Background: an optimization exercise with open tools, aiming at small area and a short achievable clock period. Do not read the settings as production practice. RTL that was checked went through simulation tests only; none was proved equivalent to the original. The clock input has no modelled driver; a real chip could not lean on it and would need a root buffer or a full tree. Power and IR drop assume default switching activity.

==> flow/design.v (excerpt) <==
module median_filter_system
#(
    parameter WINDOW_SIZE = 3,
    parameter IMAGE_WIDTH = 8,
    parameter IMAGE_HEIGHT = 8,
    parameter PIXEL_WIDTH = 8
)
(
    input wire clk,
    input wire rst_n,
    input wire data_valid,
    input wire [PIXEL_WIDTH-1:0] data_in,
    output wire data_valid_out,
    output wire [PIXEL_WIDTH-1:0] data_out,
    output wire frame_complete
);
    wire       win;
    wire [7:0] win_median;
    median_filter median_filter_inst (
        .clk(clk),
        .rst_n(rst_n),
        .data_valid(data_valid),
        .data_in(data_in),
        .win(win),
        .win_median(win_median)
    );
    zero_edge_handler edge_handler_inst (
        .clk(clk),
        .rst_n(rst_n),
        .win(win),
        .win_median(win_median),
        .data_valid_out(data_valid_out),
        .data_out(data_out),
        .frame_complete(frame_complete)
    );
endmodule
clock: 24.0 ns
lec_check: 0
cap_margin: 20
core_margin: 2
core_utilization: 70
gpl_routability_driven: 0
gpl_timing_driven: 0
slew_margin: 20
standard.sh (not shown) runs the stock make flow with config.mk's settings and CLKGATE_MAP_FILE= SYNTH_SCRIPT=/design/flow/synth_recipe.tcl, a recipe that flattens the netlist after the stock synthesis.
==> flow/flow/run.sh <==
#!/bin/bash
# Layout flow: the standard ORFS flow (standard.sh) with these changes
# to how the layout is made (constraints are the design's):
#  1. After the standard synthesis, its combinational logic is re-mapped by
#     yosys/ABC with an area-oriented script (flow/remap.*). Flip-flops are
#     kept exactly as the standard synthesis made them.
#  2. Port buffers are buf_1 instead of the default delay buffer.
#  3. Timing repair over-fixes setup by SETUP_SLACK_MARGIN.
#  4. The clock tree is a balanced two-level tree (flow/mytree.tcl) in
#     place of TritonCTS's three-level one: 4 group buffers (buf_12) on the clock
#     port, 8 leaf buffers (buf_6) on each, 1/32 of the flip-flops on each leaf.
#  5. Before detailed placement, each output port's flip-flop is moved next
#     to the port's buffer (flow/pull_outputs.tcl).
# Each tool's output goes to a log file in the work folder.
set -euo pipefail
cd "$(dirname "$0")/.."
W=$PWD
F=$W/flow
RES=$W/orfs/results/${FLOW_PLATFORM:-sky130hd}/median_filter_system/base
export BUFFER_PORTS_ARGS="-buffer_cell sky130_fd_sc_hd__buf_1"
export SETUP_SLACK_MARGIN="${OWN_SETUP_MARGIN:-18.0}"
export PRE_CTS_TCL="$F/mytree.tcl"
export PRE_DETAIL_PLACE_TCL="$F/pull_outputs.tcl"

# 1. standard synthesis netlist
bash standard.sh "$RES/1_2_yosys.v" > flow_synth.log 2>&1
cp "$RES/1_2_yosys.v" "$W/standard_synth.v"

# 2. re-map combinational logic
LIB=$(ls "$FLOW_HOME"/platforms/sky130hd/lib/sky130_fd_sc_hd__tt_025C_1v80.lib)
python3 "$F/gen_models.py" "$LIB" "$W/remap_models.v" > gen_models.log 2>&1
python3 "$F/gen_models.py" "$LIB" "$W/remap_stubs.v" -stubs >> gen_models.log 2>&1
LIB="$LIB" TOP="${FLOW_TOP:-median_filter_system}" \
  REMAP_IN="$W/standard_synth.v" REMAP_OUT="$W/remapped.v" \
  REMAP_MODELS="$W/remap_models.v" REMAP_STUBS="$W/remap_stubs.v" \
  REMAP_ABC="$F/remap.abc" \
  DONT_USE="sky130_fd_sc_hd__probe_p_8 sky130_fd_sc_hd__probec_p_8 sky130_fd_sc_hd__lpflow_* sky130_fd_sc_hd__fa_* sky130_fd_sc_hd__ha_* sky130_fd_sc_hd__fah*" \
  yosys -c "$F/remap.tcl" > remap_yosys.log 2>&1
cp "$W/remapped.v" "$RES/1_2_yosys.v"
touch "$RES/1_2_yosys.v"

# 3. the rest of the standard flow
bash standard.sh > flow_layout.log 2>&1
Other scripts of this flow, unchanged in this note and not shown: flow/flow/gen_models.py, flow/flow/mytree.tcl, flow/flow/pull_outputs.tcl, flow/flow/remap.abc, flow/flow/remap.tcl
The first run completed with no timing, DRC or antenna violations.
Rerun with:
- CAP_MARGIN: 20 -> 5
- GPL_ROUTABILITY_DRIVEN: 0 -> unset
- GPL_TIMING_DRIVEN: 0 -> unset
- SLEW_MARGIN: 20 -> 5
What happened: The new run produced a clean layout; area after synthesis stays the same; hold slack improves by 16 ps; global-route usage came out higher by 1.9 points; power barely changes; setup slack improves by 17 ps; routed wire length came out higher by 10%; cell area came out lower by 1.2%; first-iteration DRC count came out lower by 20%; utilization came out lower by 0.90 points; clock skew stays flat.
Function was not checked in any run of this note: the RTL went through the layout flow alone. No run of this note takes its clock network from TritonCTS; it comes from the design's own scripts or RTL.

---

Another version of the RTL of median_filter_system (not shown whole).
Size in the first run: roughly 960 cells after synthesis, about 17000 sq um of cells after synthesis.
Settings: LEC_CHECK=0, CAP_MARGIN=20, CORE_MARGIN=2, CORE_UTILIZATION=70, SLEW_MARGIN=20; clock period 24.0 ns.
==> flow/flow/run.sh <==
#!/bin/bash
# Layout flow: the standard ORFS flow (standard.sh) with these changes
# to how the layout is made (constraints are the design's):
#  1. After the standard synthesis, its combinational logic is re-mapped by
#     yosys/ABC with an area-oriented script (flow/remap.*). Flip-flops are
#     kept exactly as the standard synthesis made them.
#  2. Port buffers are buf_4 instead of the default delay buffer.
#  3. Timing repair over-fixes setup by SETUP_SLACK_MARGIN.
#  4. The clock tree is a balanced two-level tree (flow/mytree.tcl) in
#     place of TritonCTS's three-level one: 4 group buffers on the clock
#     port, 8 leaf buffers on each, 1/32 of the flip-flops on each leaf.
# Each tool's output goes to a log file in the work folder.
set -euo pipefail
cd "$(dirname "$0")/.."
W=$PWD
F=$W/flow
RES=$W/orfs/results/${FLOW_PLATFORM:-sky130hd}/median_filter_system/base
export BUFFER_PORTS_ARGS="-buffer_cell sky130_fd_sc_hd__buf_4"
export SETUP_SLACK_MARGIN="${OWN_SETUP_MARGIN:-18.0}"
export PRE_CTS_TCL="$F/mytree.tcl"

# 1. standard synthesis netlist
bash standard.sh "$RES/1_2_yosys.v" > flow_synth.log 2>&1
cp "$RES/1_2_yosys.v" "$W/standard_synth.v"

# 2. re-map combinational logic
LIB=$(ls "$FLOW_HOME"/platforms/sky130hd/lib/sky130_fd_sc_hd__tt_025C_1v80.lib)
python3 "$F/gen_models.py" "$LIB" "$W/remap_models.v" > gen_models.log 2>&1
python3 "$F/gen_models.py" "$LIB" "$W/remap_stubs.v" -stubs >> gen_models.log 2>&1
LIB="$LIB" TOP="${FLOW_TOP:-median_filter_system}" \
  REMAP_IN="$W/standard_synth.v" REMAP_OUT="$W/remapped.v" \
  REMAP_MODELS="$W/remap_models.v" REMAP_STUBS="$W/remap_stubs.v" \
  REMAP_ABC="$F/remap.abc" \
  DONT_USE="sky130_fd_sc_hd__probe_p_8 sky130_fd_sc_hd__probec_p_8 sky130_fd_sc_hd__lpflow_* sky130_fd_sc_hd__fa_* sky130_fd_sc_hd__ha_* sky130_fd_sc_hd__fah*" \
  yosys -c "$F/remap.tcl" > remap_yosys.log 2>&1
cp "$W/remapped.v" "$RES/1_2_yosys.v"
touch "$RES/1_2_yosys.v"

# 3. the rest of the standard flow
bash standard.sh > flow_layout.log 2>&1
Other scripts of this flow, unchanged in this note and not shown: flow/flow/gen_models.py, flow/flow/mytree.tcl, flow/flow/remap.abc, flow/flow/remap.tcl
The first run completed with no timing, DRC or antenna violations.
Next try:
CAP_MARGIN = 5   (was 20)
CORE_UTILIZATION = 80   (was 70)
SLEW_MARGIN = 5   (was 20)
Result:
- sequential power hardly moves
- power came out higher by 2.6%
- first-iteration DRC count came out higher by 97%
- area after synthesis does not change
- setup slack gets worse by 0.32 ns
- routed wire length came out higher by 18%
- fmax came out lower by 5.3%
- global-route usage came out higher by 9.7 points
- final area came out lower by about 0.56%
- flip-flop and latch count does not change
- clock skew stays flat
Next try:
CORE_UTILIZATION = 70   (was 80)
Sequential power hardly moves; cell area went up by 0.39%; die area went up by 14%; power went down by 2.8%; clock skew hardly moves; flip-flop and latch count is unchanged; routed wire length went down by 16%; first-iteration DRC count went down by 49%; utilization went down by 11 points.
No run of this note takes its clock network from TritonCTS; it comes from the design's own scripts or RTL.

---

## exp/amber
Another version of the RTL of median_filter_system (not shown whole).
Size: roughly 940 cells after synthesis, roughly 21 I/O pins.
==> flow/config.mk <==
export PLATFORM = sky130hd
export DESIGN_NAME = median_filter_system
export DESIGN_NICKNAME = median_filter_system
export VERILOG_FILES = /design/flow/design.v
export SDC_FILE = /design/flow/constraint.sdc
export NUM_CORES = 4
export LEC_CHECK = 0
export CAP_MARGIN = 5
export CORE_MARGIN = 2
export CORE_UTILIZATION = 70
export SLEW_MARGIN = 5
==> flow/constraint.sdc <==
create_clock -name core_clock -period 24.0 [get_ports {clk}]
set_input_delay 4.8000 -clock core_clock [delete_from_list [all_inputs] [get_ports {clk}]]
set_output_delay 4.8000 -clock core_clock [all_outputs]
set_load 0.01 [all_outputs]
==> flow/flow/run.sh <==
#!/bin/bash
# Layout flow: the standard ORFS flow (standard.sh) with these changes
# to how the layout is made (constraints are the design's):
#  1. After the standard synthesis, its combinational logic is re-mapped by
#     yosys/ABC with an area-oriented script (flow/remap.*). Flip-flops are
#     kept exactly as the standard synthesis made them.
#  2. Port buffers are buf_2 instead of the default delay buffer.
#  3. Timing repair over-fixes setup by SETUP_SLACK_MARGIN.
#  4. The clock tree is a balanced two-level tree (flow/mytree.tcl) in
#     place of TritonCTS's three-level one: 4 group buffers on the clock
#     port, 8 leaf buffers on each, 1/32 of the flip-flops on each leaf.
# Each tool's output goes to a log file in the work folder.
set -euo pipefail
cd "$(dirname "$0")/.."
W=$PWD
F=$W/flow
RES=$W/orfs/results/${FLOW_PLATFORM:-sky130hd}/median_filter_system/base
export BUFFER_PORTS_ARGS="-buffer_cell sky130_fd_sc_hd__buf_2"
export SETUP_SLACK_MARGIN="${OWN_SETUP_MARGIN:-18.0}"
export PRE_CTS_TCL="$F/mytree.tcl"

# 1. standard synthesis netlist
bash standard.sh "$RES/1_2_yosys.v" > flow_synth.log 2>&1
cp "$RES/1_2_yosys.v" "$W/standard_synth.v"

# 2. re-map combinational logic
LIB=$(ls "$FLOW_HOME"/platforms/sky130hd/lib/sky130_fd_sc_hd__tt_025C_1v80.lib)
python3 "$F/gen_models.py" "$LIB" "$W/remap_models.v" > gen_models.log 2>&1
python3 "$F/gen_models.py" "$LIB" "$W/remap_stubs.v" -stubs >> gen_models.log 2>&1
LIB="$LIB" TOP="${FLOW_TOP:-median_filter_system}" \
  REMAP_IN="$W/standard_synth.v" REMAP_OUT="$W/remapped.v" \
  REMAP_MODELS="$W/remap_models.v" REMAP_STUBS="$W/remap_stubs.v" \
  REMAP_ABC="$F/remap.abc" \
  DONT_USE="sky130_fd_sc_hd__probe_p_8 sky130_fd_sc_hd__probec_p_8 sky130_fd_sc_hd__lpflow_* sky130_fd_sc_hd__fa_* sky130_fd_sc_hd__ha_* sky130_fd_sc_hd__fah*" \
  yosys -c "$F/remap.tcl" > remap_yosys.log 2>&1
cp "$W/remapped.v" "$RES/1_2_yosys.v"
touch "$RES/1_2_yosys.v"

# 3. the rest of the standard flow
bash standard.sh > flow_layout.log 2>&1
==> flow/flow/mytree.tcl <==
# Two-level clock tree: the clock port drives 4 group buffers (one per
# quadrant of the flip-flops), each drives 4 leaf buffers, each leaf drives
# the flip-flops of its sixteenth. Groups come from recursive median
# bisection of the flip-flop positions, alternating x and y.
proc mytree_split {items axis} {
  set s [lsort -real -index $axis $items]
  set h [expr {[llength $s] / 2}]
  return [list [lrange $s 0 [expr {$h - 1}]] [lrange $s $h end]]
}
proc mytree_centroid {items} {
  set sx 0.0; set sy 0.0
  foreach it $items { set sx [expr {$sx + [lindex $it 1]}]; set sy [expr {$sy + [lindex $it 2]}] }
  set n [llength $items]
  return [list [expr {int($sx / $n)}] [expr {int($sy / $n)}]]
}
proc mytree_build {clk_port_net leaf_master group_master {leaf_depth 2}} {
  set block [ord::get_db_block]
  set db [ord::get_db]
  set net [$block findNet $clk_port_net]
  set sinks {}
  foreach it [$net getITerms] {
    set inst [$it getInst]
    set loc [$inst getLocation]
    lappend sinks [list $it [lindex $loc 0] [lindex $loc 1]]
  }
  # two bisections -> 4 groups; two more -> 4 leaves per group
  set groups {}
  foreach a [mytree_split $sinks 1] { foreach b [mytree_split $a 2] { lappend groups $b } }
  set lm [$db findMaster $leaf_master]
  set gm [$db findMaster $group_master]
  set gi 0; set li 0
  foreach g $groups {
    set leaves [list $g]
    for {set d 0} {$d < $leaf_depth} {incr d} {
      set nl {}
      foreach l $leaves { foreach h [mytree_split $l [expr {1 + ($d % 2)}]] { lappend nl $h } }
      set leaves $nl
    }
    set gbuf [odb::dbInst_create $block $gm "clkbuf_grp_$gi"]
    set gnet [odb::dbNet_create $block "clknet_grp_$gi"]
    $gnet setSigType CLOCK
    [$gbuf findITerm A] connect $net
    [$gbuf findITerm X] connect $gnet
    set lcs {}
    foreach l $leaves {
      set lbuf [odb::dbInst_create $block $lm "clkbuf_leaf_$li"]
      set lnet [odb::dbNet_create $block "clknet_leaf_$li"]
      $lnet setSigType CLOCK
      foreach it $l {
        set iterm [lindex $it 0]
        $iterm disconnect
        $iterm connect $lnet
      }
      [$lbuf findITerm A] connect $gnet
      [$lbuf findITerm X] connect $lnet
      set c [mytree_centroid $l]
      $lbuf setLocation [lindex $c 0] [lindex $c 1]
      $lbuf setPlacementStatus PLACED
      lappend lcs [list x [lindex $c 0] [lindex $c 1]]
      incr li
    }
    set c [mytree_centroid $lcs]
    $gbuf setLocation [lindex $c 0] [lindex $c 1]
    $gbuf setPlacementStatus PLACED
    incr gi
  }
  $net setSigType CLOCK
  global_connect
  puts "mytree: [llength $sinks] sinks, $gi group buffers, $li leaf buffers"
}

# Used as PRE_CTS_TCL: cts.tcl then calls clock_tree_synthesis, which builds
# this tree instead of TritonCTS's; the rest of cts.tcl (placement
# legalization, timing repair) runs as usual.
rename clock_tree_synthesis tritoncts_clock_tree_synthesis
proc clock_tree_synthesis { args } {
  mytree_build clk sky130_fd_sc_hd__clkbuf_8 sky130_fd_sc_hd__clkbuf_16 3
  set_propagated_clock [all_clocks]
}
Other scripts of this flow, unchanged in this note and not shown: flow/flow/gen_models.py, flow/flow/remap.abc, flow/flow/remap.tcl
exp/amber reached the final stage; the timing, design-rule and antenna checks on its layout passed.
## Diff of input files: exp/onyx against exp/amber
Settings: an added GPL_TIMING_DRIVEN of 0; an added GPL_ROUTABILITY_DRIVEN of 0; a change of SLEW_MARGIN from 5 to 20; a change of CAP_MARGIN from 5 to 20.
--- a/flow/flow/run.sh
+++ b/flow/flow/run.sh
@@ -6,7 +6,7 @@
 #     kept exactly as the standard synthesis made them.
-#  2. Port buffers are buf_2 instead of the default delay buffer.
+#  2. Port buffers are buf_1 instead of the default delay buffer.
 #  3. Timing repair over-fixes setup by SETUP_SLACK_MARGIN.
 #  4. The clock tree is a balanced two-level tree (flow/mytree.tcl) in
-#     place of TritonCTS's three-level one: 4 group buffers on the clock
-#     port, 8 leaf buffers on each, 1/32 of the flip-flops on each leaf.
+#     place of TritonCTS's three-level one: 4 group buffers (buf_12) on the clock
+#     port, 8 leaf buffers (buf_6) on each, 1/32 of the flip-flops on each leaf.
 # Each tool's output goes to a log file in the work folder.
@@ -17,3 +17,3 @@
 RES=$W/orfs/results/${FLOW_PLATFORM:-sky130hd}/median_filter_system/base
-export BUFFER_PORTS_ARGS="-buffer_cell sky130_fd_sc_hd__buf_2"
+export BUFFER_PORTS_ARGS="-buffer_cell sky130_fd_sc_hd__buf_1"
 export SETUP_SLACK_MARGIN="${OWN_SETUP_MARGIN:-18.0}"
--- a/flow/flow/mytree.tcl
+++ b/flow/flow/mytree.tcl
@@ -1,9 +1,16 @@
 # Two-level clock tree: the clock port drives 4 group buffers (one per
-# quadrant of the flip-flops), each drives 4 leaf buffers, each leaf drives
-# the flip-flops of its sixteenth. Groups come from recursive median
-# bisection of the flip-flop positions, alternating x and y.
-proc mytree_split {items axis} {
+# quadrant of the flip-flops), each drives 8 leaf buffers, each leaf drives
+# the flip-flops of its 1/32. Groups come from recursive median bisection
+# of the flip-flop positions, alternating x and y. Every flip-flop is
+# behind exactly one group and one leaf buffer, so the tree is balanced.
+proc mytree_split {items axis {k 2}} {
   set s [lsort -real -index $axis $items]
-  set h [expr {[llength $s] / 2}]
-  return [list [lrange $s 0 [expr {$h - 1}]] [lrange $s $h end]]
+  set n [llength $s]
+  set out {}
+  for {set i 0} {$i < $k} {incr i} {
+    set a [expr {($n * $i) / $k}]
+    set b [expr {($n * ($i + 1)) / $k - 1}]
+    lappend out [lrange $s $a $b]
+  }
+  return $out
 }
@@ -15,3 +22,3 @@
 }
-proc mytree_build {clk_port_net leaf_master group_master {leaf_depth 2}} {
+proc mytree_build {clk_port_net leaf_master group_master {leaf_depth {2 2}}} {
   set block [ord::get_db_block]
@@ -33,6 +40,8 @@
     set leaves [list $g]
-    for {set d 0} {$d < $leaf_depth} {incr d} {
+    set d 0
+    foreach k $leaf_depth {
       set nl {}
-      foreach l $leaves { foreach h [mytree_split $l [expr {1 + ($d % 2)}]] { lappend nl $h } }
+      foreach l $leaves { foreach h [mytree_split $l [expr {1 + ($d % 2)}] $k] { lappend nl $h } }
       set leaves $nl
+      incr d
     }
@@ -76,3 +85,3 @@
 proc clock_tree_synthesis { args } {
-  mytree_build clk sky130_fd_sc_hd__clkbuf_8 sky130_fd_sc_hd__clkbuf_16 3
+  mytree_build clk sky130_fd_sc_hd__buf_6 sky130_fd_sc_hd__buf_12 {2 2 2}
   set_propagated_clock [all_clocks]
==> results.txt <==
STATUS total power: exp/onyx wins against exp/amber. Going from exp/amber to exp/onyx, part of the total power dissipated in combinational logic moved up, routed wire length fell by 5.2 mm. Between exp/amber and exp/onyx, worst hold slack is higher for exp/amber, exp/onyx comes in under that.
Edits applied to the flow inputs when going from exp/onyx to exp/garnet:
Settings: removing GPL_ROUTABILITY_DRIVEN (formerly 0); changing CAP_MARGIN from 20 to 5; changing SLEW_MARGIN from 20 to 5; removing GPL_TIMING_DRIVEN (formerly 0).
--- a/flow/flow/run.sh
+++ b/flow/flow/run.sh
@@ -9,4 +9,4 @@
 #  4. The clock tree is a balanced two-level tree (flow/mytree.tcl) in
-#     place of TritonCTS's three-level one: 4 group buffers (buf_12) on the clock
-#     port, 8 leaf buffers (buf_6) on each, 1/32 of the flip-flops on each leaf.
+#     place of TritonCTS's three-level one: 4 group buffers on the clock
+#     port, 8 leaf buffers on each, 1/32 of the flip-flops on each leaf.
 # Each tool's output goes to a log file in the work folder.
@@ -18,3 +18,3 @@
 export BUFFER_PORTS_ARGS="-buffer_cell sky130_fd_sc_hd__buf_1"
-export SETUP_SLACK_MARGIN="${OWN_SETUP_MARGIN:-18.0}"
+export SETUP_SLACK_MARGIN="${OWN_SETUP_MARGIN:-18.6}"
 export PRE_CTS_TCL="$F/mytree.tcl"
--- a/flow/flow/mytree.tcl
+++ b/flow/flow/mytree.tcl
@@ -1,16 +1,9 @@
 # Two-level clock tree: the clock port drives 4 group buffers (one per
-# quadrant of the flip-flops), each drives 8 leaf buffers, each leaf drives
-# the flip-flops of its 1/32. Groups come from recursive median bisection
-# of the flip-flop positions, alternating x and y. Every flip-flop is
-# behind exactly one group and one leaf buffer, so the tree is balanced.
-proc mytree_split {items axis {k 2}} {
+# quadrant of the flip-flops), each drives 4 leaf buffers, each leaf drives
+# the flip-flops of its sixteenth. Groups come from recursive median
+# bisection of the flip-flop positions, alternating x and y.
+proc mytree_split {items axis} {
   set s [lsort -real -index $axis $items]
-  set n [llength $s]
-  set out {}
-  for {set i 0} {$i < $k} {incr i} {
-    set a [expr {($n * $i) / $k}]
-    set b [expr {($n * ($i + 1)) / $k - 1}]
-    lappend out [lrange $s $a $b]
-  }
-  return $out
+  set h [expr {[llength $s] / 2}]
+  return [list [lrange $s 0 [expr {$h - 1}]] [lrange $s $h end]]
 }
@@ -22,3 +15,3 @@
 }
-proc mytree_build {clk_port_net leaf_master group_master {leaf_depth {2 2}}} {
+proc mytree_build {clk_port_net leaf_master group_master {leaf_depth 2}} {
   set block [ord::get_db_block]
@@ -40,8 +33,6 @@
     set leaves [list $g]
-    set d 0
-    foreach k $leaf_depth {
+    for {set d 0} {$d < $leaf_depth} {incr d} {
       set nl {}
-      foreach l $leaves { foreach h [mytree_split $l [expr {1 + ($d % 2)}] $k] { lappend nl $h } }
+      foreach l $leaves { foreach h [mytree_split $l [expr {1 + ($d % 2)}]] { lappend nl $h } }
       set leaves $nl
-      incr d
     }
@@ -85,3 +76,3 @@
 proc clock_tree_synthesis { args } {
-  mytree_build clk sky130_fd_sc_hd__buf_6 sky130_fd_sc_hd__buf_12 {2 2 2}
+  mytree_build clk sky130_fd_sc_hd__clkbuf_8 sky130_fd_sc_hd__clkbuf_16 3
   set_propagated_clock [all_clocks]
==> comparison <==
Status: footprint of the flip-flops and latches parity (exp/garnet, exp/onyx)
Sort exp/onyx and exp/garnet by routed wire length, ascending, and exp/onyx comes first.
Per the comparison of exp/garnet with exp/onyx, final critical-path share of the clock period now sits higher; clock slew seen by the registers of the worst setup and hold paths now sits at about the same level; clock latency at the later pin of the worst-skew pair now sits higher.
The following lists how exp/pepper was set up differently from exp/garnet:
Settings: CAP_MARGIN: 5 -> 0; SLEW_MARGIN: 5 -> 0.
--- a/flow/flow/run.sh
+++ b/flow/flow/run.sh
@@ -9,4 +9,4 @@
 #  4. The clock tree is a balanced two-level tree (flow/mytree.tcl) in
-#     place of TritonCTS's three-level one: 4 group buffers on the clock
-#     port, 8 leaf buffers on each, 1/32 of the flip-flops on each leaf.
+#     place of TritonCTS's three-level one: 4 group buffers (buf_12) on the clock
+#     port, 8 leaf buffers (buf_6) on each, 1/32 of the flip-flops on each leaf.
 # Each tool's output goes to a log file in the work folder.
@@ -18,3 +18,3 @@
 export BUFFER_PORTS_ARGS="-buffer_cell sky130_fd_sc_hd__buf_1"
-export SETUP_SLACK_MARGIN="${OWN_SETUP_MARGIN:-18.6}"
+export SETUP_SLACK_MARGIN="${OWN_SETUP_MARGIN:-18.0}"
 export PRE_CTS_TCL="$F/mytree.tcl"
--- a/flow/flow/mytree.tcl
+++ b/flow/flow/mytree.tcl
@@ -1,9 +1,16 @@
 # Two-level clock tree: the clock port drives 4 group buffers (one per
-# quadrant of the flip-flops), each drives 4 leaf buffers, each leaf drives
-# the flip-flops of its sixteenth. Groups come from recursive median
-# bisection of the flip-flop positions, alternating x and y.
-proc mytree_split {items axis} {
+# quadrant of the flip-flops), each drives 8 leaf buffers, each leaf drives
+# the flip-flops of its 1/32. Groups come from recursive median bisection
+# of the flip-flop positions, alternating x and y. Every flip-flop is
+# behind exactly one group and one leaf buffer, so the tree is balanced.
+proc mytree_split {items axis {k 2}} {
   set s [lsort -real -index $axis $items]
-  set h [expr {[llength $s] / 2}]
-  return [list [lrange $s 0 [expr {$h - 1}]] [lrange $s $h end]]
+  set n [llength $s]
+  set out {}
+  for {set i 0} {$i < $k} {incr i} {
+    set a [expr {($n * $i) / $k}]
+    set b [expr {($n * ($i + 1)) / $k - 1}]
+    lappend out [lrange $s $a $b]
+  }
+  return $out
 }
@@ -15,3 +22,3 @@
 }
-proc mytree_build {clk_port_net leaf_master group_master {leaf_depth 2}} {
+proc mytree_build {clk_port_net leaf_master group_master {leaf_depth {2 2}}} {
   set block [ord::get_db_block]
@@ -33,6 +40,8 @@
     set leaves [list $g]
-    for {set d 0} {$d < $leaf_depth} {incr d} {
+    set d 0
+    foreach k $leaf_depth {
       set nl {}
-      foreach l $leaves { foreach h [mytree_split $l [expr {1 + ($d % 2)}]] { lappend nl $h } }
+      foreach l $leaves { foreach h [mytree_split $l [expr {1 + ($d % 2)}] $k] { lappend nl $h } }
       set leaves $nl
+      incr d
     }
@@ -76,3 +85,3 @@
 proc clock_tree_synthesis { args } {
-  mytree_build clk sky130_fd_sc_hd__clkbuf_8 sky130_fd_sc_hd__clkbuf_16 3
+  mytree_build clk sky130_fd_sc_hd__buf_6 sky130_fd_sc_hd__buf_12 {2 2 2}
   set_propagated_clock [all_clocks]
## What came out
On proportion of cell area occupied by multi-input gates, exp/garnet and exp/pepper are neck and neck.
When exp/pepper is set beside exp/garnet, its core utilization turns out to be 0.82 points smaller.
The run showing the smaller final critical-path required period is exp/pepper.
Between exp/garnet and exp/pepper, detailed-routing wirelength on met1 decreased.
Sort exp/garnet and exp/pepper by number of gates resized after cts, ascending, and exp/pepper comes first.
exp/pepper vs. exp/garnet: final critical-path setup slack higher; total cell area at the placement stage did not really move; register cell area after layout roughly the same; leakage component of the power now sits lower.
The post-synthesis to final-layout area growth in exp/pepper sits 1.1 points below the value recorded for exp/garnet.
In every run of this note, the design's own scripts or RTL, not TritonCTS, make the clock network.

-- what the ideal ports hide --
How much do the figures lean on ideal ports? The routed layouts below were timed once more, with nothing changed but the port constraints. Step 1 sets driving cells, clkbuf_16 on the clock port and buf_2 on the other inputs (assumed; they add their load-dependent delay and slew). Step 2 adds t to the input delays and takes it off the output delays; t is the mean of the earliest and latest rising clock arrival at the registers after step 1. Input paths then give back, and output paths get back, about the clock's delay inside the block. Three values: no drivers, after step 1, after step 2; two values: the first two.
run	t (ns)	slack for setup (ns)	slew at the worst register clock pin (ns)	pins driven straight from the clock port
the first run of note 1	0.388	18.405 / 18.300 / 18.688	0.11 / 0.11	4
the second run of note 1	0.393	18.422 / 18.314 / 18.166	0.11 / 0.11	4
the first run of note 2	0.438	18.302 / 18.193 / 18.631	0.11 / 0.11	4
the second run of note 2	0.451	17.981 / 17.981 / 17.981	0.10 / 0.10	4
the third run of note 2	0.432	18.302 / 18.195 / 18.627	0.10 / 0.10	4
exp/amber	0.431	18.328 / 18.221 / 18.653	0.11 / 0.11	4
exp/onyx	0.390	18.437 / 18.330 / 18.374	0.11 / 0.11	4
exp/garnet	0.430	18.360 / 18.256 / 18.686	0.11 / 0.11	4
exp/pepper	0.390	18.385 / 18.277 / 18.313	0.12 / 0.12	4
After both steps setup and hold are still met in every run listed. For the second run of note 1, which loses most, drivers alone change the setup slack by -0.108 ns; drivers and shift together by -0.256 ns. The worst setup slack also covers recovery checks on asynchronous resets.
